This design comes from an exercise in tuning for small area and a short achievable clock period on the open sky130 flow, not from production work.
At most, simulation tests tie the RTL to the original design; equivalence was not proved.
Power is estimated from default activity; no workload was simulated.

run A:
## conv
module conv (
input [4:0] stride,
input  conv_enable,
output reg [18:0] address1,
output [18:0] address2,
output reg [18:0] write_address,
output end_reach,
output reg full_conv_end, dot_sum_end,
input clk,
input reset,
input [9:0] w1 ,h1,w2,h2,
output reg [9:0] width, height
  );
Settings: LEC_CHECK=0, CAP_MARGIN=20, CORE_MARGIN=2, CORE_UTILIZATION=40, SLEW_MARGIN=20; clock period 11.0 ns.
standard.sh (not shown) runs the stock make flow with config.mk's settings and CLKGATE_MAP_FILE= SYNTH_SCRIPT=/design/flow/synth_recipe.tcl, a recipe that flattens the netlist after the stock synthesis.
==> flow/flow/run.sh <==
#!/bin/bash
set -euo pipefail
cd "$(dirname "$0")/.."
bash standard.sh SETUP_SLACK_MARGIN=7.8 "BUFFER_PORTS_ARGS=-buffer_cell sky130_fd_sc_hd__buf_2" finish > flow_make.log 2>&1
Relative to run A, the following input files were edited for run B:
==> flow/flow/run.sh <==
#!/bin/bash
set -euo pipefail
cd "$(dirname "$0")/.."
bash standard.sh SETUP_SLACK_MARGIN=7.8 "BUFFER_PORTS_ARGS=-buffer_cell sky130_fd_sc_hd__buf_2" CTS_BUF_LIST=sky130_fd_sc_hd__clkbuf_8 finish > flow_make.log 2>&1
## What came out
Between run B and run A, it is run B whose arrival time at the worst endpoint is higher, by 100 ps.
Measured against run B, the internal power contribution of run A comes out at 1.10 times the reference value.
Simple-gate share of the synthesized area: run B vs run A — no meaningful difference
Between run A and run B, design area is higher for run B, run A comes in under that.
Post-route non-filler standard cell count for run B: about 0.9% up relative to run A
The run showing the greater critical path depth is run A.
Aggregate routed wire length (higher): run B
Comparing run A and run B, the lower utilization of the core after routing is on run A.
Total global routing track utilization across run A and run B: no real change.
NOTE: layout cell share with drive strength beyond 1 in run B exceeds that of run A

* * *

conv, a different RTL version from the one above (not shown whole).
Size in the first run: about 1600 cells after synthesis, ~200 flip-flops, ~130 I/O pins, roughly 13000 sq um of cells after synthesis.
Settings: LEC_CHECK=0, CAP_MARGIN=20, CORE_MARGIN=2, CORE_UTILIZATION=40, SLEW_MARGIN=20; clock period 11.0 ns.
==> flow/flow/run.sh <==
#!/bin/bash
set -euo pipefail
cd "$(dirname "$0")/.."
bash standard.sh SETUP_SLACK_MARGIN=7.8 "BUFFER_PORTS_ARGS=-buffer_cell sky130_fd_sc_hd__buf_2" finish > flow_make.log 2>&1
Rerun with:
==> flow/flow/run.sh (replaced) <==
#!/bin/bash
set -euo pipefail
cd "$(dirname "$0")/.."
bash standard.sh SETUP_SLACK_MARGIN=7.8 "BUFFER_PORTS_ARGS=-buffer_cell sky130_fd_sc_hd__buf_2" CORE_UTILIZATION=65 finish > flow_make.log 2>&1
The new run ran to the end with no violations.
Wire length falls by 4.8%.
Cell area falls by 2.2%.
Core utilization rises by 30 points.
Maximum frequency is about the same.
Function was not checked in any run of this note: the RTL went through the layout flow alone.

* * *

Setup of run 1:
conv, a different RTL version from the one above (not shown whole).
Size: ~130 I/O pins, roughly 12000 um^2 of cells after synthesis.
Settings: LEC_CHECK=0, CAP_MARGIN=20, CORE_MARGIN=2, CORE_UTILIZATION=40, SETUP_SLACK_MARGIN=5, SLEW_MARGIN=20; clock period 11.0 ns.
run.sh (not shown) runs the stock make flow with config.mk's settings and CLKGATE_MAP_FILE= SYNTH_SCRIPT=/design/flow/synth_recipe.tcl, a recipe that flattens the netlist after the stock synthesis.
Stock flow here: none of the scripts above is used.
Input-level comparison between run 2 and run 1:
-- flow/config.mk --
<<< run 1, line 9
export CORE_MARGIN = 2
export CORE_UTILIZATION = 40
export SETUP_SLACK_MARGIN = 5
export SLEW_MARGIN = 20
>>> run 2, line 9
export CORE_MARGIN = 2
export CORE_UTILIZATION = 40
export SLEW_MARGIN = 20
[summary]
The relative area of clock buffers and inverters in the final design of run 1 and that of run 2 are within noise of each other. On non-filler instance count after layout, run 2 tracks run 1 almost exactly. Fmax | run 2 vs run 1 | run 2 slower. Comparing run 2 with run 1, the combinational power came out essentially unchanged. Compared run 1 against run 2; area of all placed cells without fillers within noise. Comparing run 2 against run 1, there is no change at all in row count. Status: power parity (run 1, run 2). Hold slack: run 1 vs run 2 — no meaningful difference. Summary of run 2 over run 1: aggregate routed wire length now sits lower, headroom to the max-slew limit +0.55 points.
The following lists how run 3 was set up differently from run 2:
==> flow/flow/run.sh (new file) <==
#!/bin/bash
set -euo pipefail
cd "$(dirname "$0")/.."
bash standard.sh SETUP_SLACK_MARGIN=8 finish > flow_make.log 2>&1
==> flow/standard.sh (new file) <==
#!/bin/bash
# synth_recipe.tcl (not shown) runs the flow's synth.tcl, then flattens the netlist and writes it again
# the make line also repeats each setting of config.mk as NAME=value (left out here)
make -C /OpenROAD-flow-scripts/flow DESIGN_CONFIG=/design/flow/config.mk WORK_HOME=/design/flow/orfs CLKGATE_MAP_FILE= SYNTH_SCRIPT=/design/flow/synth_recipe.tcl "${@:-finish}"
removed: flow/run.sh
Notes after the runs:
In run 3 the number of cells in the finished layout apart from fillers turned out 244 higher than in run 2.
Share of the clock period used by the worst path after layout was higher in the run labelled run 2.
Fraction of met1 tracks used by global routing was lower in run 2 than in run 3.
Register-to-register slack was higher in run 3 than in run 2.

* * *

conv, a different RTL version from the one above (not shown whole).
Size: ~130 I/O pins, about 12,000 sq um of cells after synthesis.
Design conv, start of the top module:
module conv (
input [4:0] stride,
input  conv_enable,
output reg [18:0] address1,
output [18:0] address2,
output reg [18:0] write_address,
output end_reach,
output reg full_conv_end, dot_sum_end,
input clk,
input reset,
input [9:0] w1 ,h1,w2,h2,
output reg [9:0] width, height
  );
export LEC_CHECK = 0
export CAP_MARGIN = 20
export CORE_MARGIN = 2
export CORE_UTILIZATION = 40
export SLEW_MARGIN = 20
create_clock -name core_clock -period 11.0 [get_ports {clk}]
standard.sh (not shown) runs the stock make flow with config.mk's settings and CLKGATE_MAP_FILE= SYNTH_SCRIPT=/design/flow/synth_recipe.tcl, a recipe that flattens the netlist after the stock synthesis.
==> flow/flow/run.sh <==
#!/bin/bash
set -euo pipefail
cd "$(dirname "$0")/.."
bash standard.sh SETUP_SLACK_MARGIN=7.6 "BUFFER_PORTS_ARGS=-buffer_cell sky130_fd_sc_hd__buf_2" CORE_UTILIZATION=50 finish > flow_make.log 2>&1
Change:
==> flow/flow/run.sh (replaced) <==
#!/bin/bash
set -euo pipefail
cd "$(dirname "$0")/.."
bash standard.sh SETUP_SLACK_MARGIN=7.6 "BUFFER_PORTS_ARGS=-buffer_cell sky130_fd_sc_hd__buf_2" TNS_END_PERCENT=10 finish > flow_make.log 2>&1
Outcome: Register-to-register slack is worse by 0.02 ns; hold slack degrades by 0.0093 ns; final cell count goes up by 5.4%; fmax hardly moves; routed wire length climbs by 0.94%; design area came out lower by 0.61%; synthesized area is unchanged.
Change:
==> flow/flow/run.sh (replaced) <==
#!/bin/bash
set -euo pipefail
cd "$(dirname "$0")/.."
bash standard.sh SETUP_SLACK_MARGIN=7.8 "BUFFER_PORTS_ARGS=-buffer_cell sky130_fd_sc_hd__buf_2" finish > flow_make.log 2>&1
After rerunning: The changed run passed the timing, design-rule and antenna checks. Synthesized cell count does not change. Power increases slightly. Worst setup slack improves by 0.064 ns. Routed wire length goes up by a few percent. Sequential share of layout area went down by 0.63 points. Non-clock buffer count came out higher by 31. Maximum frequency rose slightly. Area after synthesis stays the same. Critical path depth rose by 5.

* * *

The RTL this note starts from:
==> flow/design.v <==
`timescale 1ns / 1ps
module conv (
input [4:0] stride,
input  conv_enable,
output reg [18:0] address1,
output [18:0] address2,
output reg [18:0] write_address,
output end_reach,
output reg full_conv_end, dot_sum_end,
input clk,
input reset,
input [9:0] w1 ,h1,w2,h2,
output reg [9:0] width, height
  );
reg [4:0]  sR;
reg [9:0]  Km;        
reg        K1;        
reg        w2is1;     
reg        w2is2;     
reg        h2is1;     
reg        sis1;      
reg [6:0]  CS1;       
always @(posedge clk) begin
  sR     <= stride;
  Km     <= w1 - w2;
  K1     <= (w1 == w2);
  w2is1  <= (w2 == 10'd1);
  w2is2  <= (w2 == 10'd2);
  h2is1  <= (h2 == 10'd1);
  sis1   <= (stride == 5'd1);
  CS1    <= {1'b0, h2[5:0]} + 7'd2 - {2'b0, stride};
end
reg [5:0]  hc;              
reg        wrapF;           
reg [5:0]  vc;              
reg        vclF;            
reg        capF;            
reg [9:0]  P;               
reg        LC;              
reg        Hz;              
reg        HL;              
reg [9:0]  RL;              
reg [9:0]  VL;              
reg [9:0]  Vp1;             
reg [18:0] win_base;        
reg [18:0] nrb;             
reg [11:0] a2;              
reg        fceF;            
reg        hgtF;            
assign end_reach = 1'b0;
assign address2 = {7'b0, a2};
wire        go      = conv_enable && !full_conv_end;
wire        wrap    = wrapF;
wire        win_end = wrapF && vclF;
wire        row_end = win_end && LC;
wire        cap     = wrapF && Hz && capF;
wire [9:0]  s10     = {5'b0, sR};
wire [18:0] a1_inc  = address1 + 19'd1;
wire [18:0] a1_wv   = address1 + {9'b0, Km} + 19'd1;
wire [18:0] a1_bs   = win_base + {14'b0, sR};
wire [18:0] nrb_cur = cap ? a1_wv : nrb;
wire [18:0] a1_n    = row_end ? nrb_cur :
                      win_end ? a1_bs :
                      wrap    ? a1_wv : a1_inc;
wire [9:0]  P_s     = P + s10;
wire [9:0]  P_n     = row_end ? s10 : P_s;
wire        LC_n    = P_n > Km;
wire        LC_h    = P > Km;
wire [9:0]  VLs     = VL - s10;
wire [9:0]  RL_n    = row_end ? VLs :
                      win_end ? VL :
                      wrap    ? RL - 10'd1 : RL;
wire        Hz_n    = row_end || (Hz && !win_end);
wire        HL_n    = row_end ? K1 : win_end ? (P == Km) : HL;
wire [9:0]  Vp1_n   = row_end ? Vp1 + s10 : Vp1;
wire        wrapF_n = wrap ? w2is1 : (hc == 6'd2);
wire        vclF_n  = win_end ? h2is1 : wrap ? (vc == 6'd2) : vclF;
wire        LC_nx   = win_end ? LC_n : LC_h;
wire        hc2_n   = wrap ? w2is2 : (hc == 6'd3);
wire        RL1_n   = row_end ? (VLs == 10'd1) : win_end ? (VL == 10'd1) :
                      wrap ? (RL == 10'd2) : (RL == 10'd1);
wire        RL2_n   = row_end ? (VLs == 10'd2) : win_end ? (VL == 10'd2) :
                      wrap ? (RL == 10'd3) : (RL == 10'd2);
wire        VL1_n   = row_end ? (VLs == 10'd1) : (VL == 10'd1);
wire        VLS_n   = row_end ? (VLs == s10) : (VL == s10);
wire        VLs1_n  = row_end ? (VLs == s10 + 10'd1) : (VLs == 10'd1);
wire        PK_n    = row_end ? (s10 == Km) : win_end ? (P_s == Km) : (P == Km);
wire        fceF_n  = (wrapF_n && !vclF_n && Hz_n && RL1_n) ||
                      (wrapF_n && vclF_n && LC_nx && VLS_n);
wire        hgtF_n  = (!wrapF_n && hc2_n && HL_n && RL1_n) ||
                      (wrapF_n && !vclF_n && w2is1 && HL_n && RL2_n) ||
                      (wrapF_n && vclF_n && !LC_nx && w2is1 && PK_n && VL1_n) ||
                      (wrapF_n && vclF_n && LC_nx && w2is1 && K1 && VLs1_n);
always @(posedge clk) begin
  if (reset) begin
    hc <= w2[5:0]; wrapF <= (w2 == 10'd1);
    vc <= h2[5:0]; vclF <= (h2 == 10'd1);
    capF <= (stride == 5'd1);
    P <= {5'b0, stride};
    Hz <= 1'b1; HL <= (w1 == w2);
    RL <= h1; VL <= h1; Vp1 <= 10'd1;
    fceF <= (h1 == 10'd1) && (w1 == 10'd1);
    hgtF <= ((h1 == 10'd1) && (w1 == 10'd2)) || ((h1 == 10'd2) && (w1 == 10'd1));
    win_base <= 0;
    address1 <= 0; a2 <= 0; write_address <= 0;
    dot_sum_end <= 0; full_conv_end <= 0;
    width <= 0; height <= 0;
  end else if (conv_enable) begin
    dot_sum_end <= go && win_end;
    if (go) begin
      hc <= wrap ? w2[5:0] : hc - 6'd1;
      wrapF <= wrapF_n;
      if (win_end) begin
        vc <= h2[5:0]; vclF <= h2is1; capF <= sis1;
      end else if (wrap) begin
        vc <= vc - 6'd1; vclF <= (vc == 6'd2); capF <= ({1'b0, vc} == CS1);
      end
      if (win_end) P <= P_n;
      Hz <= Hz_n; HL <= HL_n;
      RL <= RL_n; Vp1 <= Vp1_n;
      if (row_end) VL <= VLs;
      fceF <= fceF_n; hgtF <= hgtF_n;
      address1 <= a1_n;
      if (win_end) win_base <= a1_n;
      a2 <= win_end ? 12'd0 : a2 + 12'd1;
      if (win_end) write_address <= write_address + 19'd1;
      if (row_end) width <= P;
      if (fceF) full_conv_end <= 1'b1;
      if (hgtF) height <= Vp1_n;
    end
  end
end
always @(posedge clk) begin
  if (cap) nrb <= a1_wv;
end
always @(posedge clk) begin
  if (reset) LC <= (w1 == 10'd1);
  else LC <= (go && win_end) ? LC_n : LC_h;
end
endmodule
clock: 11.0 ns
lec_check: 0
cap_margin: 20
core_margin: 2
core_utilization: 40
slew_margin: 20
==> flow/flow/run.sh <==
#!/bin/bash
set -euo pipefail
cd "$(dirname "$0")/.."
bash standard.sh SETUP_SLACK_MARGIN=7.8 finish > flow_make.log 2>&1
==> next run, changes <==
==> flow/flow/run.sh (replaced) <==
#!/bin/bash
set -euo pipefail
cd "$(dirname "$0")/.."
bash standard.sh SETUP_SLACK_MARGIN=7.6 finish > flow_make.log 2>&1
Maximum frequency decreases by 0.44%; via count falls by 2.4%; core utilization falls by 1.7 points; wire length is lower by 2.1%; total power hardly moves; final area goes down by 3.2%; first-iteration DRC count rose by 26%; die area does not change; global-route usage hardly moves; sequential power increases by about 0.8%; area after synthesis is unchanged.

-- re-timing with driven ports --
No port has a modelled driver above. Below, the same layouts with a new extraction and two added sets of constraints. Step 1 sets driving cells, clkbuf_16 on the clock port and buf_2 on the other inputs (assumed; they add their load-dependent delay and slew). Step 2 adds t to the input delays and takes it off the output delays; t is the mean of the earliest and latest rising clock arrival at the registers after step 1. Input paths then give back, and output paths get back, about the clock's delay inside the block. Slacks: ideal ports / drivers / drivers and shift; pairs: ideal ports / drivers.
run	shift t [ns]	setup WS [ns]	worst setup path at the end
run A	0.493	7.701 / 7.699 / 7.206	input to register
run B	0.532	7.668 / 7.696 / 7.164	input to register
the first run of note 2	0.493	7.619 / 7.619 / 7.217	input to register
the second run of note 2	0.498	7.619 / 7.619 / 7.228	input to register
run 1	0.483	5.432 / 5.432 / 5.432	register to register
run 2	0.478	4.268 / 4.268 / 4.268	register to register
run 3	0.485	6.416 / 6.416 / 6.416	register to register
the first run of note 4	0.484	7.588 / 7.606 / 7.127	input to register
the second run of note 4	0.490	7.590 / 7.571 / 7.120	input to register
the third run of note 4	0.481	7.654 / 7.663 / 7.182	input to register
the first run of note 5	0.495	7.529 / 7.529 / 7.116	input to register
the second run of note 5	0.500	7.513 / 7.513 / 7.097	input to register
After both steps every run listed still meets setup and hold. For run B, which loses most, drivers alone change the setup slack by +0.028 ns; drivers and shift together by -0.504 ns.
